Context: an optimization exercise on an open-source flow, tuned for small area, a short achievable clock period and few clock cycles per item. The choices shown serve that exercise and are no tape-out recipe.
At most, simulation tests tie the RTL to the original design; equivalence was not proved.
No functional check of the RTL was part of run 1.
Power and IR drop assume default switching activity.

==> flow/design.v <==
module riscv_alu_div (
    input  logic        clk,
    input  logic        rst_n,
    input  logic        in_valid,
    input  logic [31:0] op_a,
    input  logic [31:0] op_b,
    input  logic [1:0]  opcode,    
    input  logic        out_ready,
    output logic        out_valid,
    output logic [31:0] result
  );
  logic st_idle, st_algn, st_step, st_fix, st_done;
  logic [31:0] A, B, Q;
  logic [4:0]  cnt, lza_r;
  logic        neg_res, cin, sel_a, n_neg, rem_op;
  function automatic logic [5:0] lzc32(input logic [31:0] x);
    logic [15:0] v0; logic [15:0] c0;
    logic [7:0] v1; logic [1:0] c1 [8];
    logic [3:0] v2; logic [2:0] c2 [4];
    logic [1:0] v3; logic [3:0] c3 [2];
    logic v4; logic [4:0] c4;
    for (int i = 0; i < 16; i++) begin
      v0[i] = x[2*i+1] | x[2*i];
      c0[i] = ~x[2*i+1];
    end
    for (int i = 0; i < 8; i++) begin
      v1[i] = v0[2*i+1] | v0[2*i];
      c1[i] = v0[2*i+1] ? {1'b0, c0[2*i+1]} : {1'b1, c0[2*i]};
    end
    for (int i = 0; i < 4; i++) begin
      v2[i] = v1[2*i+1] | v1[2*i];
      c2[i] = v1[2*i+1] ? {1'b0, c1[2*i+1]} : {1'b1, c1[2*i]};
    end
    for (int i = 0; i < 2; i++) begin
      v3[i] = v2[2*i+1] | v2[2*i];
      c3[i] = v2[2*i+1] ? {1'b0, c2[2*i+1]} : {1'b1, c2[2*i]};
    end
    v4 = v3[1] | v3[0];
    c4 = v3[1] ? {1'b0, c3[1]} : {1'b1, c3[0]};
    lzc32 = {~v4, c4 & {5{v4}}};
  endfunction
  logic        in_an, in_bn, in_bz, quick;
  logic [31:0] in_bx;
  logic [5:0]  in_lza, in_lzb;
  logic [31:0] in_as;
  logic [4:0]  algn;
  assign in_an  = opcode[0] & op_a[31];
  assign in_bn  = opcode[0] & op_b[31];
  assign in_bz  = (op_b == 32'd0);
  assign in_bx  = op_b ^ {32{in_bn}};    
  assign in_as  = in_an ? {~op_a[30:0], 1'b1} : op_a;
  assign in_lza = lzc32(in_as);
  assign in_lzb = lzc32({in_bx[31:1], 1'b1});
  logic [31:0] m_r [6];
  logic [31:0] m_b;
  always_comb begin : p_msk
    for (int k = 0; k < 32; k++) m_r[0][k] = (k == 31) ? 1'b1 : in_bx[31 - k];
    for (int l = 0; l < 5; l++)
      for (int k = 0; k < 32; k++)
        m_r[l+1][k] = ((k >> l) & 1) ? (m_r[l][k] | m_r[l][((k >> l) << l) - 1]) : m_r[l][k];
    for (int k = 0; k < 32; k++) m_b[k] = m_r[5][31 - k];
  end
  logic [31:0] m_hi;
  logic        qk_p, qk_n;
  assign m_hi   = ~{1'b0, m_b[31:1]};
  assign qk_p   = ((op_a & m_hi) == 32'd0);
  assign qk_n   = (({~op_a[30:0], 1'b1} & m_hi) == 32'd0);
  assign quick  = in_bz | (in_an ? qk_n : qk_p);
  assign algn   = cnt - lza_r;
  logic [31:0] n_in, n_out, n_c;
  logic [31:0] n_p [6];
  assign n_in = (sel_a | st_algn) ? A : Q;
  always_comb begin : p_neg
    n_p[0] = {n_in[30:0], 1'b0};
    for (int l = 0; l < 5; l++)
      for (int k = 0; k < 32; k++)
        n_p[l+1][k] = ((k >> l) & 1) ? (n_p[l][k] | n_p[l][((k >> l) << l) - 1]) : n_p[l][k];
    n_c = n_p[5] & {32{n_neg}};
  end
  assign n_out = n_in ^ n_c;
  logic [31:0] sum;
  logic        qbit, last;
  wire [31:0] ad_g = A & B;
  wire [31:0] ad_p = A ^ B;
  wire ad_bg0_1 = ad_g[1] | (ad_p[1] & ad_g[0]);
  wire ad_bp0_1 = ad_p[1] & ad_p[0];
  wire ad_bg1_3 = ad_g[3] | (ad_p[3] & ad_g[2]);
  wire ad_bp1_3 = ad_p[3] & ad_p[2];
  wire ad_bg2_5 = ad_g[5] | (ad_p[5] & ad_g[4]);
  wire ad_bp2_5 = ad_p[5] & ad_p[4];
  wire ad_bg3_7 = ad_g[7] | (ad_p[7] & ad_g[6]);
  wire ad_bp3_7 = ad_p[7] & ad_p[6];
  wire ad_bg4_9 = ad_g[9] | (ad_p[9] & ad_g[8]);
  wire ad_bp4_9 = ad_p[9] & ad_p[8];
  wire ad_bg5_11 = ad_g[11] | (ad_p[11] & ad_g[10]);
  wire ad_bp5_11 = ad_p[11] & ad_p[10];
  wire ad_bg6_13 = ad_g[13] | (ad_p[13] & ad_g[12]);
  wire ad_bp6_13 = ad_p[13] & ad_p[12];
  wire ad_bg7_15 = ad_g[15] | (ad_p[15] & ad_g[14]);
  wire ad_bp7_15 = ad_p[15] & ad_p[14];
  wire ad_bg8_17 = ad_g[17] | (ad_p[17] & ad_g[16]);
  wire ad_bp8_17 = ad_p[17] & ad_p[16];
  wire ad_bg9_19 = ad_g[19] | (ad_p[19] & ad_g[18]);
  wire ad_bp9_19 = ad_p[19] & ad_p[18];
  wire ad_bg10_21 = ad_g[21] | (ad_p[21] & ad_g[20]);
  wire ad_bp10_21 = ad_p[21] & ad_p[20];
  wire ad_bg11_23 = ad_g[23] | (ad_p[23] & ad_g[22]);
  wire ad_bp11_23 = ad_p[23] & ad_p[22];
  wire ad_bg12_25 = ad_g[25] | (ad_p[25] & ad_g[24]);
  wire ad_bp12_25 = ad_p[25] & ad_p[24];
  wire ad_bg13_27 = ad_g[27] | (ad_p[27] & ad_g[26]);
  wire ad_bp13_27 = ad_p[27] & ad_p[26];
  wire ad_bg14_29 = ad_g[29] | (ad_p[29] & ad_g[28]);
  wire ad_bp14_29 = ad_p[29] & ad_p[28];
  wire ad_bg15_31 = ad_g[31] | (ad_p[31] & ad_g[30]);
  wire ad_bp15_31 = ad_p[31] & ad_p[30];
  wire adxg0 = ad_bg0_1 | (ad_bp0_1 & cin);
  wire adxp0 = ad_bp0_1 & 1'b0;
  wire adxg1 = ad_bg2_5 | (ad_bp2_5 & ad_bg1_3);
  wire adxp1 = ad_bp2_5 & ad_bp1_3;
  wire adxg2 = ad_bg4_9 | (ad_bp4_9 & ad_bg3_7);
  wire adxp2 = ad_bp4_9 & ad_bp3_7;
  wire adxg3 = ad_bg6_13 | (ad_bp6_13 & ad_bg5_11);
  wire adxp3 = ad_bp6_13 & ad_bp5_11;
  wire adxg4 = ad_bg8_17 | (ad_bp8_17 & ad_bg7_15);
  wire adxp4 = ad_bp8_17 & ad_bp7_15;
  wire adxg5 = ad_bg10_21 | (ad_bp10_21 & ad_bg9_19);
  wire adxp5 = ad_bp10_21 & ad_bp9_19;
  wire adxg6 = ad_bg12_25 | (ad_bp12_25 & ad_bg11_23);
  wire adxp6 = ad_bp12_25 & ad_bp11_23;
  wire adxg7 = ad_bg14_29 | (ad_bp14_29 & ad_bg13_27);
  wire adxp7 = ad_bp14_29 & ad_bp13_27;
  wire adxg8 = adxg1 | (adxp1 & adxg0);
  wire adxp8 = adxp1 & adxp0;
  wire adxg9 = adxg3 | (adxp3 & adxg2);
  wire adxp9 = adxp3 & adxp2;
  wire adxg10 = adxg5 | (adxp5 & adxg4);
  wire adxp10 = adxp5 & adxp4;
  wire adxg11 = adxg7 | (adxp7 & adxg6);
  wire adxp11 = adxp7 & adxp6;
  wire adxg12 = adxg9 | (adxp9 & adxg8);
  wire adxp12 = adxp9 & adxp8;
  wire adxg13 = adxg11 | (adxp11 & adxg10);
  wire adxp13 = adxp11 & adxp10;
  wire adxg14 = adxg13 | (adxp13 & adxg12);
  wire adxp14 = adxp13 & adxp12;
  wire adxg15 = adxg10 | (adxp10 & adxg12);
  wire adxp15 = adxp10 & adxp12;
  wire adxg16 = adxg2 | (adxp2 & adxg8);
  wire adxp16 = adxp2 & adxp8;
  wire adxg17 = adxg4 | (adxp4 & adxg12);
  wire adxp17 = adxp4 & adxp12;
  wire adxg18 = adxg6 | (adxp6 & adxg15);
  wire adxp18 = adxp6 & adxp15;
  wire adxg19 = ad_bg1_3 | (ad_bp1_3 & adxg0);
  wire adxp19 = ad_bp1_3 & adxp0;
  wire adxg20 = ad_bg3_7 | (ad_bp3_7 & adxg8);
  wire adxp20 = ad_bp3_7 & adxp8;
  wire adxg21 = ad_bg5_11 | (ad_bp5_11 & adxg16);
  wire adxp21 = ad_bp5_11 & adxp16;
  wire adxg22 = ad_bg7_15 | (ad_bp7_15 & adxg12);
  wire adxp22 = ad_bp7_15 & adxp12;
  wire adxg23 = ad_bg9_19 | (ad_bp9_19 & adxg17);
  wire adxp23 = ad_bp9_19 & adxp17;
  wire adxg24 = ad_bg11_23 | (ad_bp11_23 & adxg15);
  wire adxp24 = ad_bp11_23 & adxp15;
  wire adxg25 = ad_bg13_27 | (ad_bp13_27 & adxg18);
  wire adxp25 = ad_bp13_27 & adxp18;
  wire adxg26 = ad_bg15_31 | (ad_bp15_31 & adxg14);
  wire adxp26 = ad_bp15_31 & adxp14;
  wire ad_c1 = ad_g[0] | (ad_p[0] & cin);
  wire ad_c3 = ad_g[2] | (ad_p[2] & adxg0);
  wire ad_c5 = ad_g[4] | (ad_p[4] & adxg19);
  wire ad_c7 = ad_g[6] | (ad_p[6] & adxg8);
  wire ad_c9 = ad_g[8] | (ad_p[8] & adxg20);
  wire ad_c11 = ad_g[10] | (ad_p[10] & adxg16);
  wire ad_c13 = ad_g[12] | (ad_p[12] & adxg21);
  wire ad_c15 = ad_g[14] | (ad_p[14] & adxg12);
  wire ad_c17 = ad_g[16] | (ad_p[16] & adxg22);
  wire ad_c19 = ad_g[18] | (ad_p[18] & adxg17);
  wire ad_c21 = ad_g[20] | (ad_p[20] & adxg23);
  wire ad_c23 = ad_g[22] | (ad_p[22] & adxg15);
  wire ad_c25 = ad_g[24] | (ad_p[24] & adxg24);
  wire ad_c27 = ad_g[26] | (ad_p[26] & adxg18);
  wire ad_c29 = ad_g[28] | (ad_p[28] & adxg25);
  wire ad_c31 = ad_g[30] | (ad_p[30] & adxg14);
  assign sum = {ad_p[31] ^ ad_c31, ad_p[30] ^ adxg14, ad_p[29] ^ ad_c29, ad_p[28] ^ adxg25, ad_p[27] ^ ad_c27, ad_p[26] ^ adxg18, ad_p[25] ^ ad_c25, ad_p[24] ^ adxg24, ad_p[23] ^ ad_c23, ad_p[22] ^ adxg15, ad_p[21] ^ ad_c21, ad_p[20] ^ adxg23, ad_p[19] ^ ad_c19, ad_p[18] ^ adxg17, ad_p[17] ^ ad_c17, ad_p[16] ^ adxg22, ad_p[15] ^ ad_c15, ad_p[14] ^ adxg12, ad_p[13] ^ ad_c13, ad_p[12] ^ adxg21, ad_p[11] ^ ad_c11, ad_p[10] ^ adxg16, ad_p[9] ^ ad_c9, ad_p[8] ^ adxg20, ad_p[7] ^ ad_c7, ad_p[6] ^ adxg8, ad_p[5] ^ ad_c5, ad_p[4] ^ adxg19, ad_p[3] ^ ad_c3, ad_p[2] ^ adxg0, ad_p[1] ^ ad_c1, ad_p[0] ^ cin};
  assign qbit = adxg26;
  assign last = (cnt == 5'd0);
  always_ff @(posedge clk or negedge rst_n) begin
    if (!rst_n) begin
      st_idle <= 1'b1;
      st_algn <= 1'b0;
      st_step <= 1'b0;
      st_fix  <= 1'b0;
      st_done <= 1'b0;
    end else begin
      st_idle <= (st_idle & ~in_valid) | (st_done & out_ready);
      st_algn <= st_idle & in_valid & ~quick;
      st_step <= st_algn | (st_step & ~last);
      st_fix  <= st_step & last & neg_res;
      st_done <= (st_idle & in_valid & quick) | (st_step & last & ~neg_res) | st_fix | (st_done & ~out_ready);
    end
  end
  always_ff @(posedge clk) begin
    if (st_idle) begin
      Q       <= {32{in_bz}};
      lza_r   <= in_lza[4:0];
      cnt     <= in_lzb[4:0];
      neg_res <= opcode[0] & (opcode[1] ? in_an : (in_an ^ in_bn) & ~in_bz);
      cin     <= ~in_bn;
      rem_op  <= opcode[1];
      sel_a   <= opcode[1];
      n_neg   <= in_an;
    end else if (st_algn) begin
      cnt     <= algn;
      sel_a   <= rem_op;
      n_neg   <= neg_res;
    end else if (st_step) begin
      Q   <= {Q[30:0], qbit};
      cnt <= cnt - 5'd1;
    end else if (st_fix) begin
      sel_a <= 1'b1;
    end
  end
  logic [31:0] a_hold;
  assign a_hold = st_idle ? op_a : ((st_algn | st_fix) ? n_out : A);
  always_ff @(posedge clk)
    A <= (st_step & qbit) ? sum : a_hold;
  always_ff @(posedge clk) begin
    if (st_idle)
      B <= ~in_bx;
    else if (st_algn)
      B <= (B << algn) | ({32{cin}} & ~({32{1'b1}} << algn));
    else
      B <= {1'b1, B[31:1]};
  end
  assign result    = n_in;
  assign out_valid = st_done;
endmodule
module riscv_div (
    input  logic        clk,
    input  logic        rst_n,
    input  logic        in_valid,
    input  logic [31:0] op_a,       
    input  logic [31:0] op_b,       
    input  logic [1:0]  opcode,     
    input  logic        out_ready,
    output logic        out_valid,
    output logic [31:0] result
  );
  riscv_alu_div div_i (
    .clk       ( clk       ),
    .rst_n     ( rst_n     ),
    .in_valid  ( in_valid  ),
    .op_a      ( op_a      ),
    .op_b      ( op_b      ),
    .opcode    ( opcode    ),
    .out_ready ( out_ready ),
    .out_valid ( out_valid ),
    .result    ( result    )
  );
endmodule
==> flow/flow/run.sh <==
#!/bin/bash
# Standard layout, with the port buffers made from the smallest buffer cell
# instead of the one buffer_ports picks by default.
set -e
export BUFFER_PORTS_ARGS="-buffer_cell sky130_fd_sc_hd__buf_1"
bash standard.sh > standard.log 2>&1
==> flow/standard.sh <==
#!/bin/bash
# synth_recipe.tcl (not shown) runs the flow's synth.tcl, then flattens the netlist and writes it again
# the make line also repeats each setting of config.mk as NAME=value (left out here)
make -C /OpenROAD-flow-scripts/flow DESIGN_CONFIG=/design/flow/config.mk WORK_HOME=/design/flow/orfs CLKGATE_MAP_FILE= SYNTH_SCRIPT=/design/flow/synth_recipe.tcl "${@:-finish}"
==> flow/config.mk <==
export PLATFORM = sky130hd
export DESIGN_NAME = riscv_div
export DESIGN_NICKNAME = riscv_div
export VERILOG_FILES = /design/flow/design.v
export SDC_FILE = /design/flow/constraint.sdc
export NUM_CORES = 4
export LEC_CHECK = 0
export CAP_MARGIN = 20
export CORE_MARGIN = 2
export CORE_UTILIZATION = 40
export PLACE_DENSITY = 0.6
export SETUP_SLACK_MARGIN = 2.5
export SLEW_MARGIN = 20
==> flow/constraint.sdc <==
create_clock -name core_clock -period 6.0 [get_ports {clk}]
set_input_delay 1.2000 -clock core_clock [delete_from_list [all_inputs] [get_ports {clk}]]
set_output_delay 1.2000 -clock core_clock [all_outputs]
set_load 0.01 [all_outputs]
==> impl_metrics.yaml, run 1 <==
routing:
  routedWlPerCell_um: 24.6
  wl_mm: 50.6
  vias: 13200
  drtIter0Drc: 1668
  remaining_drc_errors: 0
  post_drt_via_cell_ratio: 6.41
  drtPass1Iterations: 7
  drtAntennaViolNets: 0
worst_setup_path:
  path_class: "reg2out"
  cp_cell_sequence: "buf_4 -> nor2_4 -> buf_12 -> o21ai_0 -> buf_1"
  r2r_setup_slack_ns: 2.59
  slowest_stage: "o21ai_0"
  required_ns: 4.80
  reg2reg_depth: 13
  r2r-end: "div_i.A[29]"
  endpoint_kind: "output pin"
  cp-start-kind: "flip-flop"
  critPathArrivalTime_ns: 2.25
  critical_path.max_fanout: 14
  timing.rr.start: "div_i.A[5]"
  cpPeakStageDelay_ns: 0.73
  crit_buf_inv: 3
  crit_family: "compound AO/OA/AOI/OAI gates"
outcome:
  outcome: "timing/DRC/antenna clean"
die:
  die_h_um: 179
  coreArea_mm2: 0.0303
  die_w_um: 179
  io-pin-count: 103
  initial_core_util_pct: 40.4
  dieArea_mm2: 0.0321
  row_count: 64
clocking:
  cts_root_buf: "clkbuf_16"
  cts_tree: "done"
  cts_buffers: 17
  cts.sinks: 116
  clk_latency_ns: 0.44
  clockBufferDepth: 2
  clkSlewWorstSetupHoldPaths_ns: 0.06
  htree_levels: 4
hold_path:
  min-delay-start: "div_i.rem_op"
  hold_depth: 1
  hp-class: "reg2reg"
  min_to: "div_i.sel_a"
placement:
  place_area_mm2: 0.0129
  place_hpwl_mm: 38.1
  place_congestion: 1.00
  post-place-ws_ns: 1.72
  port_buffers: 102
sta:
  setup_viol: 0
  max_freq_mhz: 290
  worst_slack_ns: 2.55
  maxSlewViolCount: 0
  fin_tns_setup_ns: 0
  period_share_pct: 57.6
  tightest_slew_ns: 1.01
  min_period_ns: 3.45
  hold_viol: 0
  worst_clock_skew_ns: 0.0168
  slew_headroom_pct: 33.0
  rsz0062_at_grt: "true"
logic_synthesis:
  synth_warnings: 9
  syn-instance-count: 1586
  synth_cell_types: 89
  synth-edff-count: 80
  syn_area_mm2: 0.0123
  postSynth.asyncResetShare_pct: 4.31
  postSynthAreaPerCell_um2: 7.73
  ys_seq_elements: 116
  yosysSeqAreaShare_pct: 25.7
  syn_nets: 1711
  synth_ff_type: "edfxtp_1"
global_route:
  use_met2_pct: 50.3
  first_global_vias: 12500
  grt_max_degree: 68
  grt-ovfl-total: 0
  grt_pass1_wl_mm: 75.6
  use_met1_pct: 42.2
  antenna_found_initial: 0
  grt_util_met3_pct: 4.66
  track_usage_pct: 31.5
  busiest_layer: "met2"
final_layout:
  layout_commonest_cell: "nand2_1"
  syn2layout_area_growth_pct: 14.4
  design_area_mm2: 0.0140
  diodes: 0
  drive_gt1_share_pct: 10.8
  layout_common_cells: "183 x nand2_1, 181 x o21ai_0, 113 x a21oi_1, 109 x nor2_1, 108 x inv_1"
  finalNetCount: 1775
power_and_ir_drop:
  ir_worst_vdd_mv: 0.372
  leakage_nw: 5.48
  p_per_area_mw_per_mm2: 737
flow_run:
  maxCapViolations: 0
==> through the flow <==
step / instances / hold slack [ns] / power (mW) / util, %
3_5_place_dp: 1992 / 0.538 / 8.75 / 42.5
4_1_cts: 2040 / 0.573 / 9.94 / 45.2
3_3_place_gp: 1992 / 0.550 / 8.66 / 42.5
5_1_grt: 2059 / 0.596 / 11.1 / 46.2
6_report: 2059 / 0.580 / 10.3 / 46.2
2_1_floorplan: 1586 / 0.473 / 6.77 / -
==> sequential cells by signal, summed over array words and instances (netlist names) <==
| signal | count |
|---|---|
| div_i.cnt | 5 |
| div_i.A | 32 |
| div_i.n_neg | 1 |
| div_i.st_fix | 1 |
| div_i.B | 32 |
| div_i.cin | 1 |
| div_i.sel_a | 1 |
| div_i.neg_res | 1 |
| div_i.st_algn | 1 |
| div_i.st_done | 1 |
| div_i.st_step | 1 |
| div_i.st_idle | 1 |
| div_i.rem_op | 1 |
| div_i.lza_r | 5 |
| div_i.Q | 32 |
==> area by class of cell <==
class | instances | area (µm²)
Sequential cell | 116 | 3170
Inverter | 112 | 424
Fill cell | 3047 | 16300
Clock inverter | 11 | 113
Multi-Input combinational cell | 1242 | 8500
Tap cell | 396 | 495
Clock buffer | 21 | 440
Timing Repair Buffer | 161 | 880
==> how the worst max path moves through the flow <==
stage / start / to / slack, ns / depth (start not counted)
floorplan: div_i.A[1] / div_i.A[0] / 2.68 / 9
global placement: opcode[0] / div_i.st_done / 1.73 / 9
detailed placement: opcode[0] / div_i.st_done / 1.72 / 9
CTS: opcode[0] / div_i.lza_r[0] / 2.51 / 9
global route: div_i.A[1] / div_i.A[29] / 2.45 / 14
finish: div_i.st_algn / result[0] / 2.55 / 5
==> per-layer routing <==
layer	share of wire (%)	wire, µm
met1	42	21300
met2	45	23000
met3	8.6	4360
met4	3.9	1950
met5	0	0
==> what timing repair did <==
item                       4_1_cts  5_1_grt
buffers inserted                16       19
resized for setup               26       37
hold buffers                     0        0
pin swaps                        8       10
cloned                           0        0
setup endpoints to repair      147       89
==> report_power, final <==
| group | internal [mW] | switching, mW |
|---|---|---|
| Sequential | 1.55 | 0.537 |
| Combinational | 2.75 | 4.50 |
| Clock | 0.606 | 0.400 |
==> logic make-up (layout without fill, tap and decap cells) <==
group / after synthesis / after routing / share of synthesized area [%]
mux: 87 / 87 / 7.85
flops: 116 / 116 / 25.7
xor+xnor: 77 / 77 / 5.50
simple gates: 475 / 475 / 18.2
fa+ha+maj: 55 / 55 / 6.66
compound gates: 548 / 548 / 28.8
buf+inv: 228 / 305 / 7.23
==> cells in the mapped netlist, types with 5 or more instances <==
master,instances,area [µm²]
xnor2_1,61,534
o31ai_1,13,97.6
buf_2,11,55.1
nand3_1,26,130
o2111ai_1,6,52.6
a31o_2,5,43.8
a21oi_1,119,596
a221oi_1,31,272
a31oi_1,21,131
or3_1,7,43.8
o221ai_1,18,158
mux2_2,13,146
and3_1,16,100
nand4_1,14,87.6
o211ai_1,14,105
nor2_1,109,409
a222oi_1,8,80.1
a21o_1,27,203
a211oi_1,10,75.1
dfxtp_1,31,621
nand2b_1,15,93.8
o21a_1,5,37.5
nand2_1,185,694
xor2_1,16,140
edfxtp_1,80,2400
inv_1,109,409
nor4_1,17,106
clkbuf_1,88,330
buf_1,13,48.8
and2_1,23,144
nor2b_1,7,43.8
o22ai_1,8,50.1
a211o_1,7,61.3
ha_1,38,475
o21ai_0,186,931
o41ai_1,5,43.8
a311o_1,5,50.1
fa_1,17,340
mux4_2,6,135
mux2i_1,68,681
nor3_1,36,180
==> run 2: changes to the inputs <==
--- a/flow/design.v
+++ b/flow/design.v
@@ -69,7 +69,7 @@
   assign algn   = cnt - lza_r;
   logic [31:0] n_in, n_out, n_c;
   logic [31:0] n_p [6];
-  assign n_in = (sel_a | st_algn) ? A : Q;
+  assign n_in = sel_a ? A : Q;
   always_comb begin : p_neg
     n_p[0] = {n_in[30:0], 1'b0};
     for (int l = 0; l < 5; l++)
@@ -210,7 +210,7 @@
       neg_res <= opcode[0] & (opcode[1] ? in_an : (in_an ^ in_bn) & ~in_bz);
       cin     <= ~in_bn;
       rem_op  <= opcode[1];
-      sel_a   <= opcode[1];
+      sel_a   <= opcode[1] | ~quick;
       n_neg   <= in_an;
     end else if (st_algn) begin
       cnt     <= algn;
--- a/flow/config.mk
+++ b/flow/config.mk
@@ -7,7 +7,7 @@
 export LEC_CHECK = 0
 export CAP_MARGIN = 20
 export CORE_MARGIN = 2
-export CORE_UTILIZATION = 40
-export PLACE_DENSITY = 0.6
+export CORE_UTILIZATION = 50
+export PLACE_DENSITY = 0.7
 export SETUP_SLACK_MARGIN = 2.5
 export SLEW_MARGIN = 20
==> run 2 against run 1 <==
  * Area after synthesis decreased by 2.2%
  * Sequential power increased by 2%
  * Largest power group unchanged
  * Die area decreased by 21%
==> impl_metrics.yaml, run 2 <==
die:
  die_w_um: 159
  dieArea_mm2: 0.0252
  coreArea_mm2: 0.0235
  row_count: 56
  die_h_um: 159
  io-pin-count: 103
  initial_core_util_pct: 50.9
hold_path:
  hold_depth: 2
  hp-class: "reg2reg"
global_route:
  antenna_found_initial: 0
  first_global_vias: 11400
  busiest_layer: "met2"
  grt_util_met3_pct: 5.04
  track_usage_pct: 33.9
  use_met1_pct: 46.6
  grt-ovfl-total: 0
  use_met2_pct: 52.9
  grt_max_degree: 57
  grt_pass1_wl_mm: 66.9
clocking:
  htree_levels: 4
  cts_tree: "done"
  clkSlewWorstSetupHoldPaths_ns: 0.06
  cts_buffers: 17
  clk_latency_ns: 0.42
  clockBufferDepth: 2
  cts_root_buf: "clkbuf_16"
  cts.sinks: 116
placement:
  place_area_mm2: 0.0125
  place_hpwl_mm: 33.1
  place_inst: 1833
  port_buffers: 102
  place_congestion: 0.991
sta:
  min_period_ns: 3.40
  fin_tns_setup_ns: 0
  setup_viol: 0
  rsz0062_at_grt: "false"
  hold_viol: 0
  period_share_pct: 56.7
  max_freq_mhz: 294
  slew_headroom_pct: 37.3
  maxSlewViolCount: 0
  worst_clock_skew_ns: 0.0117
  tightest_slew_ns: 0.935
worst_setup_path:
  reg2reg_depth: 9
  timing.rr.start: "div_i.lza_r[0]"
  startpoint: "opcode[0]"
  r2r-end: "div_i.B[31]"
  slowest_stage: "a2111oi_1"
  critical_path.max_fanout: 24
  critPathArrivalTime_ns: 3.71
  cp_cell_sequence: "buf_1 -> buf_4 -> a2111oi_1 -> o2bb2ai_1 -> nand3_1 -> o21ai_0 -> o31a_1 -> o21ai_2 -> a31o_1"
  r2r_setup_slack_ns: 2.62
  path_class: "in2reg"
  setup.worst_path.end: "div_i.st_done"
  endpoint_kind: "flip-flop"
  cp-start-kind: "input pin"
  required_ns: 6.31
  cpPeakStageDelay_ns: 0.76
power_and_ir_drop:
  p_int_mw: 4.63
  switchingPower_mw: 4.81
  ir_worst_vdd_mv: 0.375
  power.share.combinational_pct: 66.8
  p_per_area_mw_per_mm2: 714
  power_frac_clock_pct: 10.6
  pwr-share-seq_pct: 22.6
  leakage_nw: 5.05
  p_sw_share_pct: 50.9
  finalPower_mw: 9.44
logic_synthesis:
  ys_seq_elements: 116
  synth-edff-count: 80
  synth_ff_type: "edfxtp_1"
  yosys.area.top_type: "edfxtp_1"
  syn-instance-count: 1504
  postSynth.asyncResetShare_pct: 4.31
  postSynthAreaPerCell_um2: 7.97
  yosysSeqAreaShare_pct: 26.3
  synth_top_area_share_pct: 20.0
  yosys-top-cells-area: "edfxtp_1 20%, o21ai_0 7.1%, nand2_1 5.9%"
  synth_warnings: 9
  syn_area_mm2: 0.0120
  syn_nets: 1629
  synth_cell_types: 96
  yosys-top-cells-count: "187 x nand2_1, 170 x o21ai_0, 110 x a21oi_1"
  yosysMostFrequentCell: "nand2_1"
routing:
  wl_mm: 43.8
  post_drt_via_cell_ratio: 6.65
  drtIter0Drc: 1691
  drtAntennaViolNets: 0
  drtPass1Iterations: 7
  remaining_drc_errors: 0
  routedWlPerCell_um: 23.4
  vias: 12400
final_layout:
  layout_common_cells: "187 x nand2_1, 169 x o21ai_0, 110 x a21oi_1, 101 x buf_1"
  syn2layout_area_growth_pct: 10.3
  design_area_mm2: 0.0132
  drive_gt1_share_pct: 8.83
  finalNetCount: 1664
  layout_commonest_cell: "nand2_1"
  top_regs: "div_i.A: 32 flops, div_i.B: 32 flops, div_i.Q: 32 flops"
  diodes: 0
  final_util_pct: 56.2
  final_cells: 1871
flow_run:
  maxCapViolations: 0
outcome:
  outcome: "timing/DRC/antenna clean"
==> run 2: cell families (layout without fill, tap and decap cells) <==
kind of cell    after synthesis  after routing  synth area share (%)
flops                       116            116                  26.3
xor+xnor                     75             75                  5.48
mux                          80             80                  8.90
fa+ha+maj                    55             55                  6.80
compound gates              517            517                  27.4
simple gates                447            447                  17.9
buf+inv                     214            262                  7.25
==> run 2: area by class of cell <==
class                           count  area (µm²)
Clock buffer                       17         425
Fill cell                        2220       10300
Sequential cell                   116        3150
Tap cell                          319         399
Timing Repair Buffer              133         644
Inverter                           97         367
Multi-Input combinational cell   1174        8090
Clock inverter                     15         146
==> run 2: power by group through the flow <==
| stage | Sequential, mW | Combinational, mW | Clock, mW |
|---|---|---|---|
| after floorplan | 1.85 | 4.64 | 0 |
| after global placement | 2.13 | 5.89 | 0 |
| after detailed placement | 2.14 | 5.98 | 0 |
| after CTS | 2.12 | 6.09 | 1.01 |
| after global routing | 2.18 | 6.88 | 1.04 |
| final | 2.14 | 6.30 | 1.00 |
==> run 2: worst min-delay path by stage <==
stage	from	endpoint	slack [ns]
2_1_floorplan	div_i.B[23]	div_i.B[22]	0.48
3_3_place_gp	div_i.st_done	div_i.st_idle	0.51
3_5_place_dp	div_i.st_done	div_i.st_idle	0.56
4_1_cts	div_i.st_done	div_i.st_idle	0.57
5_1_grt	div_i.st_done	div_i.st_idle	0.62
6_report	div_i.st_done	div_i.st_idle	0.57
==> run 2: layer usage <==
metal | wire [µm] | vias up
met2 | 19400 | 785
met4 | 1910 | 0
met1 | 17800 | 5908
met5 | 0 | -
li1 | - | 5626
met3 | 4660 | 130
==> run 2: what timing repair did <==
action,4_1_cts,5_1_grt
endpoints found under the hold margin,0,0
resized for setup,10,14
pin swaps,1,2
hold buffers,0,0
cloned,0,0
buffers inserted,1,5
endpoints found under the setup margin,46,49
==> run 2: stage by stage <==
step                      hold slack (ns)  setup WS (ns)
after floorplan                     0.485           2.71
after global placement              0.514           1.85
after detailed placement            0.559           1.76
after CTS                           0.574           2.43
after global routing                0.616           2.51
final                               0.570           2.60
==> run 2: critical path, delay by kind of cell <==
kind                   cells  cell delay [ns]
buffers and inverters      2             0.31
AND/OR/NAND/NOR            1             0.23
AO/OA/AOI/OAI              6             1.96
Testbench counts of run 2, summed over its fixed seeds: cycles 27,127, items 3,200.
==> run 3: changes to the inputs <==
--- a/flow/config.mk
+++ b/flow/config.mk
@@ -9,5 +9,5 @@
 export CORE_MARGIN = 2
 export CORE_UTILIZATION = 50
 export PLACE_DENSITY = 0.7
-export SETUP_SLACK_MARGIN = 2.5
+export SETUP_SLACK_MARGIN = 2.9
 export SLEW_MARGIN = 20
==> run 3 against run 2 <==
  * Still clean
  * Critical path depth increased by 3
  * Synthesized cell count unchanged
  * Worst setup slack better by 0.26 ns
  * Worst hold slack lost 0.051 ns
  * Clock power about the same
  * Non-clock buffer count up 74
  * Clock-buffer cell count is 1 higher
  * Via count is 4.2% higher
  * Largest cell class unchanged
==> impl_metrics.yaml, run 3 <==
worst_setup_path:
  cp_cell_sequence: "inv_2 -> ha_4 -> inv_2 -> fa_2 -> buf_6 -> buf_6 -> mux4_2 -> mux2i_2 -> mux2i_1 -> a221o_1 -> o211ai_1 -> o21ai_1"
  r2r_setup_slack_ns: 2.85
  path_class: "reg2reg"
  critPathArrivalTime_ns: 3.44
  endpoint_kind: "flip-flop"
  slowest_stage: "fa_2"
  cpPeakStageDelay_ns: 0.57
  reg2reg_depth: 12
  critical_path.max_fanout: 3
  required_ns: 6.30
  cp-start-kind: "flip-flop"
  timing.rr.start: "div_i.cnt[0]"
  r2r-end: "div_i.B[13]"
logic_synthesis:
  synth_ff_type: "edfxtp_1"
  yosys-top-cells-area: "edfxtp_1 20%, o21ai_0 7.1%, nand2_1 5.9%"
  yosys.area.top_type: "edfxtp_1"
  postSynth.asyncResetShare_pct: 4.31
  yosysSeqAreaShare_pct: 26.3
  synth_top_area_share_pct: 20.0
  postSynthAreaPerCell_um2: 7.97
  syn_area_mm2: 0.0120
  synth_cell_types: 96
  synth-edff-count: 80
  synth_warnings: 9
  yosysMostFrequentCell: "nand2_1"
  syn-instance-count: 1504
  ys_seq_elements: 116
  yosys-top-cells-count: "187 x nand2_1, 170 x o21ai_0, 110 x a21oi_1"
  syn_nets: 1629
sta:
  maxSlewViolCount: 0
  period_share_pct: 52.4
  max_freq_mhz: 318
  setup_viol: 0
  slew_headroom_pct: 45.5
  worst_slack_ns: 2.85
  tightest_slew_ns: 0.818
  worst_clock_skew_ns: 0.0167
  rsz0062_at_grt: "true"
  hold_viol: 0
  min_period_ns: 3.15
  fin_tns_setup_ns: 0
power_and_ir_drop:
  p_sw_share_pct: 50.1
  switchingPower_mw: 5.54
  finalPower_mw: 11.1
  ir_worst_vdd_mv: 0.388
  p_per_area_mw_per_mm2: 750
  pwr-share-seq_pct: 19.3
  leakage_nw: 5.66
  power_frac_clock_pct: 8.9
  power.share.combinational_pct: 71.8
  p_int_mw: 5.51
placement:
  place_inst: 1830
  port_buffers: 102
  place_congestion: 0.999
  place_area_mm2: 0.0126
  place_hpwl_mm: 32.3
  post-place-ws_ns: 1.57
global_route:
  first_global_vias: 11800
  grt_max_degree: 79
  grt-ovfl-total: 0
  track_usage_pct: 34.7
  grt_pass1_wl_mm: 68.8
  antenna_found_initial: 0
hold_path:
  min_to: "div_i.st_idle"
  hold_depth: 2
  min-delay-start: "div_i.st_done"
  hp-class: "reg2reg"
routing:
  drtAntennaViolNets: 0
  remaining_drc_errors: 0
  drtIter0Drc: 1688
  post_drt_via_cell_ratio: 6.66
  wl_mm: 47.3
  drtPass1Iterations: 9
  routedWlPerCell_um: 24.3
  vias: 13000
flow_run:
  maxCapViolations: 0
final_layout:
  top_regs: "div_i.A: 32 flops, div_i.B: 32 flops, div_i.Q: 32 flops"
  syn2layout_area_growth_pct: 23.0
  drive_gt1_share_pct: 19.0
  diodes: 0
  finalNetCount: 1742
  layout_commonest_cell: "nand2_1"
  final_cells: 1949
  layout_common_cells: "180 x nand2_1, 145 x o21ai_0, 105 x a21oi_1, 94 x buf_1, 91 x inv_1"
  nFillCells: 2090
  design_area_mm2: 0.0147
clocking:
  cts_tree: "done"
  htree_levels: 4
  clockBufferDepth: 2
  cts.sinks: 116
  clk_latency_ns: 0.44
  clkSlewWorstSetupHoldPaths_ns: 0.06
  cts_buffers: 17
  cts_root_buf: "clkbuf_16"
die:
  dieArea_mm2: 0.0252
  coreArea_mm2: 0.0235
  die_h_um: 159
  row_count: 56
  initial_core_util_pct: 50.9
  die_w_um: 159
  io-pin-count: 103
outcome:
  outcome: "timing/DRC/antenna clean"
[run 3: cell counts after synthesis]
No cell type changed its count.
[run 3: stage by stage]
step | hold WS [ns] | utilization (%)
floorplan | 0.485 | -
global placement | 0.499 | 53.5
detailed placement | 0.510 | 53.5
CTS | 0.521 | 58.3
global route | 0.582 | 62.6
finish | 0.518 | 62.6
[run 3: timing repair]
action | CTS | global route
pin swaps | 18 | 35
buffers inserted | 27 | 46
endpoints found under the setup margin | 139 | 114
resized for setup | 84 | 91
cloned | 3 | 11
hold buffers | 0 | 0
endpoints found under the hold margin | 0 | 0
[run 3: final cells by class]
cell class / count / area, µm² / share of cell area [%]
Timing Repair inverter: 1 / 8.76 / 0.0594
Clock buffer: 18 / 429 / 2.91
Timing Repair Buffer: 207 / 1550 / 10.5
Sequential cell: 116 / 3170 / 21.5
Inverter: 97 / 377 / 2.55
Multi-Input combinational cell: 1177 / 8690 / 58.9
Clock inverter: 14 / 120 / 0.814
Tap cell: 319 / 399 / 2.71
[run 3: worst max-delay path by stage]
stage | endpoint | depth (start not counted) | startpoint | slack, ns
global route | div_i.B[27] | 13 | div_i.cnt[0] | 2.81
global placement | div_i.sel_a | 10 | opcode[0] | 1.66
CTS | div_i.sel_a | 11 | op_b[31] | 2.81
finish | div_i.B[13] | 12 | div_i.cnt[0] | 2.85
detailed placement | div_i.sel_a | 10 | opcode[0] | 1.57
floorplan | div_i.st_done | 8 | op_b[21] | 2.89
[run 3: critical path, delay by kind of cell (launching register included)]
family                   cells  cell delay (ns)
AO/OA/AOI/OAI                3             0.59
buffers and inverters        4             0.42
adder cells (fa/ha/maj)      2             0.71
multiplexers                 3             0.86
flip-flops                   1             0.41
[run 3: cell families after synthesis]
logic type	after synthesis	share of synthesized area [%]
flops	116	26.3
buf+inv	214	7.25
xor+xnor	75	5.48
fa+ha+maj	55	6.80
mux	80	8.90
simple gates	447	17.9
compound gates	517	27.4
[run 3: per-layer routing]
metal | vias up | global-route usage [%] | routed length [µm]
met5 | - | 0 | 0
met4 | 0 | 15.7 | 2430
met3 | 171 | 7.78 | 5390
met2 | 882 | 54.5 | 21300
met1 | 6159 | 45.8 | 18100
li1 | 5764 | - | -
[run 3: power groups by stage]
stage	Sequential, mW	Clock (mW)	Combinational (mW)
3_3_place_gp	2.10	0	5.97
2_1_floorplan	1.84	0	4.66
5_1_grt	2.17	1.01	8.48
3_5_place_dp	2.11	0	6.06
4_1_cts	2.09	0.982	6.72
6_report	2.14	0.986	7.93
==> run 4: changes to the inputs <==
--- a/flow/config.mk
+++ b/flow/config.mk
@@ -9,5 +9,5 @@
 export CORE_MARGIN = 2
 export CORE_UTILIZATION = 50
 export PLACE_DENSITY = 0.7
-export SETUP_SLACK_MARGIN = 2.9
+export SETUP_SLACK_MARGIN = 2.7
 export SLEW_MARGIN = 20
==> run 4 against run 3 <==
  * Total power fell by 12%
  * Fmax fell by 5.0%
  * Combinational power down 17%
  * Largest cell class unchanged
  * Clock power barely moved
  * Largest power group unchanged
  * Register-to-register slack worse by 0.13 ns
  * Sequential power is essentially flat
  * Area after synthesis did not move
  * Highest routed layer unchanged
==> impl_metrics.yaml, run 4 <==
global_route:
  track_usage_pct: 34.1
  first_global_vias: 11500
  antenna_found_initial: 0
  grt-ovfl-total: 0
  grt_pass1_wl_mm: 67.3
  grt_max_degree: 57
clocking:
  cts_buffers: 17
  clkSlewWorstSetupHoldPaths_ns: 0.06
  cts_tree: "done"
  clockBufferDepth: 2
  htree_levels: 4
  cts.sinks: 116
  postCtsHoldBufs: 0
  clk_latency_ns: 0.43
  cts_root_buf: "clkbuf_16"
placement:
  port_buffers: 102
  place_congestion: 0.991
  place_hpwl_mm: 33.1
die:
  io-pin-count: 103
  row_count: 56
  die_w_um: 159
  dieArea_mm2: 0.0252
  initial_core_util_pct: 50.9
  die_h_um: 159
  coreArea_mm2: 0.0235
routing:
  routedWlPerCell_um: 23.7
  drtAntennaViolNets: 0
  remaining_drc_errors: 0
  vias: 12600
  wl_mm: 44.6
  drtPass1Iterations: 6
  drtIter0Drc: 1843
  post_drt_via_cell_ratio: 6.68
sta:
  hold_viol: 0
  worst_clock_skew_ns: 0.0130
  maxSlewViolCount: 0
  period_share_pct: 55.2
  rsz0062_at_grt: "true"
  max_freq_mhz: 302
  fin_tns_setup_ns: 0
  min_period_ns: 3.31
  setup_viol: 0
  hold_ws_ns: 0.574
  slew_headroom_pct: 35.9
  tightest_slew_ns: 0.951
logic_synthesis:
  yosys-top-cells-area: "edfxtp_1 20%, o21ai_0 7.1%, nand2_1 5.9%"
  ys_seq_elements: 116
  yosys-top-cells-count: "187 x nand2_1, 170 x o21ai_0, 110 x a21oi_1"
  synth_warnings: 9
  synth-edff-count: 80
  syn_nets: 1629
  yosysSeqAreaShare_pct: 26.3
  synth_cell_types: 96
  yosys.area.top_type: "edfxtp_1"
  postSynth.asyncResetShare_pct: 4.31
  yosysMostFrequentCell: "nand2_1"
  syn_area_mm2: 0.0120
  synth_top_area_share_pct: 20.0
  postSynthAreaPerCell_um2: 7.97
  synth_ff_type: "edfxtp_1"
  syn-instance-count: 1504
power_and_ir_drop:
  leakage_nw: 5.12
  switchingPower_mw: 4.94
  pwr-share-seq_pct: 22.0
  p_int_mw: 4.75
  p_per_area_mw_per_mm2: 720
  ir_worst_vdd_mv: 0.398
  finalPower_mw: 9.69
  p_sw_share_pct: 51.0
  power.share.combinational_pct: 67.6
  power_frac_clock_pct: 10.4
final_layout:
  layout_common_cells: "187 x nand2_1, 165 x o21ai_0, 110 x a21oi_1, 101 x buf_1, 93 x nor2_1"
  layout_commonest_cell: "nand2_1"
  diodes: 0
  finalNetCount: 1676
  syn2layout_area_growth_pct: 12.2
  drive_gt1_share_pct: 10.4
  top_regs: "div_i.A: 32 flops, div_i.B: 32 flops, div_i.Q: 32 flops"
worst_setup_path:
  endpoint_kind: "flip-flop"
  critical_path.max_fanout: 28
  critPathArrivalTime_ns: 3.46
  required_ns: 6.15
  path_class: "in2reg"
  cp-start-kind: "input pin"
outcome:
  outcome: "timing/DRC/antenna clean"
hold_path:
  hp-class: "reg2reg"
flow_run:
  maxCapViolations: 0
==> run 4: cell counts after synthesis <==
Identical to the previous run, type by type.
==> run 4: cell families (layout without fill, tap and decap cells) <==
logic type	count (synthesis)	in the layout	share of synthesized area, %
mux	80	80	8.90
xor+xnor	75	76	5.48
fa+ha+maj	55	55	6.80
compound gates	517	517	27.4
flops	116	116	26.3
buf+inv	214	272	7.25
simple gates	447	448	17.9
==> run 4: power by group through the flow <==
stage	Combinational, mW	Clock [mW]	Sequential, mW
detailed placement	5.98	0	2.14
global route	7.12	1.04	2.17
floorplan	4.64	0	1.85
global placement	5.89	0	2.13
finish	6.55	1.00	2.13
CTS	6.16	1.01	2.12
==> run 4: layer usage <==
metal  track usage (%)  vias to the layer above  share of wire (%)
li1                  -                     5646                  -
met1              46.6                     5994                 40
met2              53.5                      806                 44
met3              5.25                      139                 11
met4              15.1                        0                4.6
met5                 0                        -                  0
==> run 4: what timing repair did <==
| item | 4_1_cts | 5_1_grt |
|---|---|---|
| cloned | 0 | 3 |
| endpoints found under the hold margin | 0 | 0 |
| endpoints found under the setup margin | 121 | 82 |
| gates resized for setup | 23 | 28 |
| setup buffers | 5 | 10 |
| pin swaps | 2 | 7 |
==> run 4: through the flow <==
step / cell area (µm²) / setup WS (ns) / instances / utilization [%]
final: 13500 / 2.69 / 1883 / 57.2
after global routing: 13500 / 2.62 / 1883 / 57.2
after CTS: 13200 / 2.62 / 1870 / 56.1
after detailed placement: 12500 / 1.76 / 1833 / 53.1
after global placement: 12500 / 1.85 / 1833 / 53.1
after floorplan: 12000 / 2.71 / 1504 / -
==> run 4: area by class of cell <==
cell class	instances	area [µm²]
tap	319	399
sequential	116	3160
clock inverter	15	146
clock buffer	17	425
fill	2196	10100
inverter	97	373
timing repair buffer	143	749
multi-input combinational	1176	8210
==> run 4: worst paths after layout <==
kind	slack (ns)	endpoint	depth (start not counted)	from
worst max-delay path	2.69	div_i.sel_a	12	op_b[31]
worst min-delay path	0.57	div_i.st_idle	2	div_i.st_done
worst max register to register	2.72	div_i.B[12]	9	div_i.lza_r[0]
worst min register to register	0.57	div_i.st_idle	2	div_i.st_done
max in group asynchronous	5.08	div_i.st_idle	1	rst_n
min in group asynchronous	0.64	div_i.st_algn	1	rst_n
==> run 4: worst max-delay path, stage by stage <==
cell and delay, ns:
buf_1 0.09, buf_6 0.23, and2_4 0.25, clkinv_4 0.14, buf_4 0.22, a32o_1 0.25, nand3_1 0.14, a31oi_1 0.08
nor4_2 0.39, a21oi_2 0.10, o21ai_2 0.24, a31oi_1 0.11
==> run 5: changes to the inputs <==
--- a/flow/config.mk
+++ b/flow/config.mk
@@ -7,7 +7,7 @@
 export LEC_CHECK = 0
 export CAP_MARGIN = 20
 export CORE_MARGIN = 2
-export CORE_UTILIZATION = 50
-export PLACE_DENSITY = 0.7
+export CORE_UTILIZATION = 60
+export PLACE_DENSITY = 0.75
 export SETUP_SLACK_MARGIN = 2.7
 export SLEW_MARGIN = 20
==> run 5 against run 4 <==
  * Fmax decreased by 2.5%
  * Critical path type unchanged
  * Final cell count decreased by 2.6%
  * Core utilization increased by 12 points
  * Still clean on timing, DRC and antenna
  * Sequential share of layout area decreased by 0.15 points
  * Worst setup slack got worse by 0.085 ns
  * Area after synthesis unchanged
  * Sequential power about the same
  * Clock-buffer cell count increased by 1
  * Synthesized cell count unchanged
==> impl_metrics.yaml, run 5 <==
routing:
  routedWlPerCell_um: 24.2
  drtPass1Iterations: 10
  post_drt_via_cell_ratio: 6.95
  remaining_drc_errors: 0
  drtAntennaViolNets: 0
  vias: 12800
  wl_mm: 44.4
  drtIter0Drc: 1939
worst_setup_path:
  path_class: "in2reg"
  required_ns: 6.14
  critical_path.max_fanout: 28
  critPathArrivalTime_ns: 3.54
  cp-start-kind: "input pin"
  reg2reg_depth: 10
  endpoint_kind: "flip-flop"
power_and_ir_drop:
  leakage_nw: 5.19
  power_frac_clock_pct: 9.9
  ir_worst_vdd_mv: 0.367
  power.share.combinational_pct: 68.8
  p_int_mw: 4.91
  p_per_area_mw_per_mm2: 740
  p_sw_share_pct: 51.1
  switchingPower_mw: 5.15
  pwr-share-seq_pct: 21.4
clocking:
  cts_buffers: 17
  cts.sinks: 116
  clockBufferDepth: 2
  cts_root_buf: "clkbuf_16"
  clk_latency_ns: 0.43
  htree_levels: 4
  cts_tree: "done"
  clkSlewWorstSetupHoldPaths_ns: 0.06
  postCtsHoldBufs: 0
logic_synthesis:
  yosys-top-cells-area: "edfxtp_1 20%, o21ai_0 7.1%, nand2_1 5.9%"
  postSynth.asyncResetShare_pct: 4.31
  synth-edff-count: 80
  yosysMostFrequentCell: "nand2_1"
  synth_warnings: 9
  postSynthAreaPerCell_um2: 7.97
  syn_nets: 1629
  yosys-top-cells-count: "187 x nand2_1, 170 x o21ai_0, 110 x a21oi_1"
  ys_seq_elements: 116
  syn_area_mm2: 0.0120
  synth_cell_types: 96
  yosys.area.top_type: "edfxtp_1"
  syn-instance-count: 1504
  yosysSeqAreaShare_pct: 26.3
  synth_top_area_share_pct: 20.0
  synth_ff_type: "edfxtp_1"
global_route:
  first_global_vias: 11500
  grt-ovfl-total: 0
  track_usage_pct: 40.5
  grt_max_degree: 95
  antenna_found_initial: 0
  grt_pass1_wl_mm: 67.0
sta:
  slew_headroom_pct: 34.8
  maxSlewViolCount: 0
  setup_viol: 0
  worst_slack_ns: 2.60
  tightest_slew_ns: 0.978
  worst_clock_skew_ns: 0.0134
  period_share_pct: 56.6
  hold_ws_ns: 0.573
  min_period_ns: 3.40
  rsz0062_at_grt: "true"
  max_freq_mhz: 294
  hold_viol: 0
  fin_tns_setup_ns: 0
placement:
  place_congestion: 1.03
  post-place-ws_ns: 1.53
  place_inst: 1774
  port_buffers: 102
  place_hpwl_mm: 31.8
hold_path:
  hp-class: "reg2reg"
  hold_depth: 2
outcome:
  outcome: "timing/DRC/antenna clean"
final_layout:
  layout_common_cells: "186 x nand2_1, 163 x o21ai_0, 108 x a21oi_1, 99 x buf_1, 93 x nor2_1"
  drive_gt1_share_pct: 12.0
  multi_input_area_mm2: 0.00834
  syn2layout_area_growth_pct: 13.4
  top_regs: "div_i.A: 32 flops, div_i.B: 32 flops, div_i.Q: 32 flops"
  diodes: 0
  final_cells: 1834
  seqCellArea_mm2: 0.00317
  layout_commonest_cell: "nand2_1"
  finalNetCount: 1681
  nFillCells: 1649
flow_run:
  maxCapViolations: 0
die:
  die_h_um: 145
  dieArea_mm2: 0.0211
  row_count: 51
  io-pin-count: 103
  initial_core_util_pct: 61.4
  die_w_um: 145
  coreArea_mm2: 0.0195
[run 5: cell counts after synthesis]
No cell type changed its count.
[run 5: layout make-up]
type / instances / share of cell area [%]
multi-input cells: 1175 / 61.3
flip-flops and latches: 116 / 23.3
repair buffers: 149 / 6.17
clock buffers: 18 / 3.16
inverters: 97 / 2.69
well taps: 265 / 2.44
clock inverters: 14 / 0.947
[run 5: repair_timing]
item,in CTS,in global routing
cloned,0,1
pin swaps,4,12
gates resized for setup,28,60
setup endpoints to repair,141,122
setup buffers,6,20
[run 5: layer usage]
metal / wire [µm] / global-route usage, % / vias to the layer above
met1: 17200 / 55.4 / 5932
li1: - / - / 5660
met5: 0 / 0 / -
met4: 2220 / 16.4 / 0
met3: 5610 / 9.50 / 187
met2: 19300 / 62.2 / 971
[run 5: cell families (layout without fill, tap and decap cells)]
group	after synthesis	in the layout	synth area share [%]
AO/OA/AOI/OAI	517	517	27.4
adder cells (fa/ha/maj)	55	55	6.80
AND/OR/NAND/NOR	447	448	17.9
multiplexers	80	80	8.90
buffers and inverters	214	278	7.25
flip-flops	116	116	26.3
XOR/XNOR	75	75	5.48
[run 5: power by group through the flow]
stage	logic, mW	registers, mW	clock network, mW
after floorplan	4.64	1.85	0
after global placement	5.92	2.12	0
final	6.92	2.15	0.994
after CTS	6.23	2.11	0.991
after detailed placement	6.01	2.13	0
after global routing	7.48	2.17	1.02
[run 5: per-stage QoR]
| step | total power [mW] | util (%) | cell area (µm²) |
|---|---|---|---|
| after floorplan | 6.49 | - | 12000 |
| after global placement | 8.04 | 63.6 | 12400 |
| after detailed placement | 8.14 | 63.6 | 12400 |
| after CTS | 9.34 | 67.2 | 13100 |
| after global routing | 10.7 | 69.7 | 13600 |
| final | 10.1 | 69.7 | 13600 |
[run 5: critical path: stages]
cell	delay [ns]
buf_1	0.09
buf_8	0.17
and2_4	0.20
buf_12	0.17
a31oi_1	0.24
nor2b_1	0.07
a2111oi_0	0.50
nand4_1	0.23
o31a_1	0.38
o21ai_4	0.11
a31oi_1	0.13
[run 5: path summary, 6_finish.rpt]
kind | from | endpoint | slack [ns]
worst max-delay path | op_b[31] | div_i.sel_a | 2.60
worst min-delay path | div_i.st_done | div_i.st_idle | 0.57
worst max register to register | div_i.B[23] | div_i.A[3] | 2.68
worst min register to register | div_i.st_done | div_i.st_idle | 0.57
max in group asynchronous | rst_n | div_i.st_idle | 5.08
min in group asynchronous | rst_n | div_i.st_step | 0.63
==> run 6: changes to the inputs <==
--- a/flow/config.mk
+++ b/flow/config.mk
@@ -7,7 +7,8 @@
 export LEC_CHECK = 0
 export CAP_MARGIN = 20
 export CORE_MARGIN = 2
-export CORE_UTILIZATION = 60
-export PLACE_DENSITY = 0.75
+export CORE_UTILIZATION = 50
+export CTS_BUF_LIST = sky130_fd_sc_hd__clkbuf_4 sky130_fd_sc_hd__clkbuf_8
+export PLACE_DENSITY = 0.7
 export SETUP_SLACK_MARGIN = 2.7
 export SLEW_MARGIN = 20
==> run 6 against run 5 <==
  * Still clean on timing, DRC and antenna
  * Critical path depth is the same
  * Flip-flop and latch count did not move
  * Worst setup slack improved by 0.083 ns
  * Global-route usage fell by 6.4 points
  * Critical endpoint is now div_i.B[12]
  * Largest power group unchanged
==> impl_metrics.yaml, run 6 <==
outcome:
  outcome: "timing/DRC/antenna clean"
worst_setup_path:
  cp-start-kind: "flip-flop"
  path_class: "reg2reg"
  slowest_stage: "fa_2"
  critPathArrivalTime_ns: 3.65
  critical_path.max_fanout: 5
  r2r_setup_slack_ns: 2.69
  cp_cell_sequence: "ha_4 -> inv_1 -> fa_2 -> buf_4 -> mux4_2 -> nand2_1 -> o31ai_1 -> nor2_1 -> a31oi_1 -> a221oi_1 -> o31ai_1"
  cpPeakStageDelay_ns: 0.62
  required_ns: 6.34
  cp_common_cell: "o31ai_1"
  endpoint_kind: "flip-flop"
placement:
  post-place-ws_ns: 1.76
  port_buffers: 102
  place_area_mm2: 0.0125
  place_hpwl_mm: 33.1
  place_congestion: 0.991
logic_synthesis:
  synth_cell_types: 96
  yosys-top-cells-count: "187 x nand2_1, 170 x o21ai_0, 110 x a21oi_1"
  yosys.area.top_type: "edfxtp_1"
  postSynthAreaPerCell_um2: 7.97
  yosysMostFrequentCell: "nand2_1"
  synth_ff_type: "edfxtp_1"
  ys_seq_elements: 116
  yosys-top-cells-area: "edfxtp_1 20%, o21ai_0 7.1%, nand2_1 5.9%"
  synth_top_area_share_pct: 20.0
  postSynth.asyncResetShare_pct: 4.31
  yosysSeqAreaShare_pct: 26.3
  syn-instance-count: 1504
  synth_warnings: 9
  synth-edff-count: 80
  syn_area_mm2: 0.0120
  syn_nets: 1629
global_route:
  first_global_vias: 11400
  grt_max_degree: 57
  grt_pass1_wl_mm: 67.0
  track_usage_pct: 34.1
  grt-ovfl-total: 0
  antenna_found_initial: 0
final_layout:
  design_area_mm2: 0.0133
  final_util_pct: 56.4
  layout_commonest_cell: "nand2_1"
  diodes: 0
  finalNetCount: 1677
  syn2layout_area_growth_pct: 10.7
  layout_common_cells: "187 x nand2_1, 164 x o21ai_0, 108 x a21oi_1, 101 x buf_1, 93 x nor2_1"
  top_regs: "div_i.A: 32 flops, div_i.B: 32 flops, div_i.Q: 32 flops"
  drive_gt1_share_pct: 10.7
sta:
  min_period_ns: 3.31
  slew_headroom_pct: 37.9
  max_freq_mhz: 302
  period_share_pct: 55.2
  worst_clock_skew_ns: 0.0159
  worst_slack_ns: 2.69
  tightest_slew_ns: 0.922
  fin_tns_setup_ns: 0
  hold_viol: 0
  maxSlewViolCount: 0
  setup_viol: 0
  rsz0062_at_grt: "true"
routing:
  vias: 12500
  drtPass1Iterations: 6
  remaining_drc_errors: 0
  drtIter0Drc: 1668
  wl_mm: 44.6
  routedWlPerCell_um: 23.7
  post_drt_via_cell_ratio: 6.62
  drtAntennaViolNets: 0
clocking:
  cts_root_buf: "clkbuf_8"
  cts_tree: "done"
  htree_levels: 4
  postCtsHoldBufs: 0
  clkSlewWorstSetupHoldPaths_ns: 0.08
  cts.sinks: 116
  cts_buffers: 17
  clk_latency_ns: 0.47
  clockBufferDepth: 2
power_and_ir_drop:
  switchingPower_mw: 4.91
  p_int_mw: 4.53
  p_sw_share_pct: 52.0
  power_frac_clock_pct: 7.7
  power.share.combinational_pct: 69.8
  leakage_nw: 5.03
  ir_worst_vdd_mv: 0.383
  pwr-share-seq_pct: 22.5
  p_per_area_mw_per_mm2: 712
die:
  die_w_um: 159
  coreArea_mm2: 0.0235
  dieArea_mm2: 0.0252
  io-pin-count: 103
  die_h_um: 159
  initial_core_util_pct: 50.9
  row_count: 56
hold_path:
  hp-class: "reg2reg"
flow_run:
  maxCapViolations: 0
-- run 6: routing by layer --
layer,wire [µm],share of wire (%),global-route usage [%],vias to the layer above
met1,17800,40,46.4,5899
met4,2220,5.0,15.5,0
li1,-,-,-,5652
met3,4800,11,6.03,141
met5,0,0,0,-
met2,19800,44,53.1,784
-- run 6: through the flow --
stage / instances / power [mW] / hold slack [ns]
2_1_floorplan: 1504 / 6.49 / 0.485
3_3_place_gp: 1833 / 8.02 / 0.514
3_5_place_dp: 1833 / 8.12 / 0.559
4_1_cts: 1870 / 9.00 / 0.578
5_1_grt: 1884 / 10.1 / 0.602
6_report: 1884 / 9.44 / 0.575
-- run 6: kinds of logic (layout without fill, tap and decap cells) --
| group | Yosys count | after routing | synth area share [%] |
|---|---|---|---|
| flops | 116 | 116 | 26.3 |
| compound gates | 517 | 517 | 27.4 |
| xor+xnor | 75 | 76 | 5.48 |
| mux | 80 | 80 | 8.90 |
| simple gates | 447 | 448 | 17.9 |
| buf+inv | 214 | 273 | 7.25 |
| fa+ha+maj | 55 | 55 | 6.80 |
-- run 6: cell type report --
class / count / area, µm²
Multi-Input combinational cell: 1176 / 8230
Tap cell: 319 / 399
Inverter: 97 / 370
Timing Repair Buffer: 144 / 736
Sequential cell: 116 / 3160
Clock inverter: 15 / 146
Fill cell: 2225 / 10300
Clock buffer: 17 / 234
-- run 6: repair_timing --
item / CTS / global route
gates cloned: 0 / 2
pin swaps: 2 / 7
endpoints found under the setup margin: 117 / 110
gates resized for setup: 19 / 36
buffers inserted: 5 / 12
-- run 6: worst max-delay path, delay by kind of cell (launching register included) --
kind | cells | cell delay [ns]
AOI/OAI and AO/OA | 4 | 0.90
adders and majority gates | 2 | 0.81
buffers and inverters | 2 | 0.21
DFF | 1 | 0.54
muxes | 1 | 0.52
and+or+nand+nor | 2 | 0.21
-- run 6: path summary, 6_finish.rpt --
check                                from             to  cells past startpoint
setup / recovery           div_i.lza_r[0]    div_i.B[12]                     11
min in group asynchronous           rst_n  div_i.st_algn                      1
max in group asynchronous           rst_n  div_i.st_idle                      1
hold / removal              div_i.st_done  div_i.st_idle                      2
setup reg to reg           div_i.lza_r[0]    div_i.B[12]                     11
hold reg to reg             div_i.st_done  div_i.st_idle                      2
-- run 6: power groups by stage --
stage          Combinational, mW  Sequential, mW  Clock [mW]
4_1_cts                     6.15            2.11       0.733
2_1_floorplan               4.64            1.85           0
3_5_place_dp                5.98            2.14           0
3_3_place_gp                5.89            2.13           0
5_1_grt                     7.18            2.16       0.762
6_report                    6.59            2.12       0.728

[re-timing with driven ports]
In the flow no input, the clock included, has a driving cell. The finished layouts below were timed again as built, in two steps. Step 1 (the two cells are an assumption about what drives the block):
set clk [get_ports {clk}]
set_driving_cell -lib_cell sky130_fd_sc_hd__clkbuf_16 $clk
set_driving_cell -lib_cell sky130_fd_sc_hd__buf_2 [delete_from_list [all_inputs] $clk]
Step 2 adds t to the input delays and takes it off the output delays; t is the mean of the earliest and latest rising clock arrival at the registers after step 1. Input paths then give back, and output paths get back, about the clock's delay inside the block. a / b / c = no drivers / after step 1 / after step 2; a / b = the first two.
run	t (ns)	setup slack, ns	worst hold slack (ns)	worst slew at a driven data input, ns	cell pins on the clock port's net
run 1	0.471	2.547 / 2.503 / 2.209	0.580 / 0.580 / 0.580	0.05	1
run 2	0.470	2.597 / 2.622 / 2.154	0.570 / 0.570 / 0.570	0.04	1
run 3	0.479	2.853 / 2.853 / 2.499	0.518 / 0.518 / 0.518	0.04	1
run 4	0.469	2.687 / 2.710 / 2.242	0.574 / 0.574 / 0.574	0.04	1
run 5	0.474	2.602 / 2.630 / 2.156	0.573 / 0.573 / 0.573	0.04	1
run 6	0.508	2.685 / 2.685 / 2.224	0.575 / 0.571 / 0.575	0.04	1
After both steps every run listed still meets setup and hold. The setup slack of run 6, which loses most, moves by 0.000 ns with the drivers and by -0.461 ns with both steps.
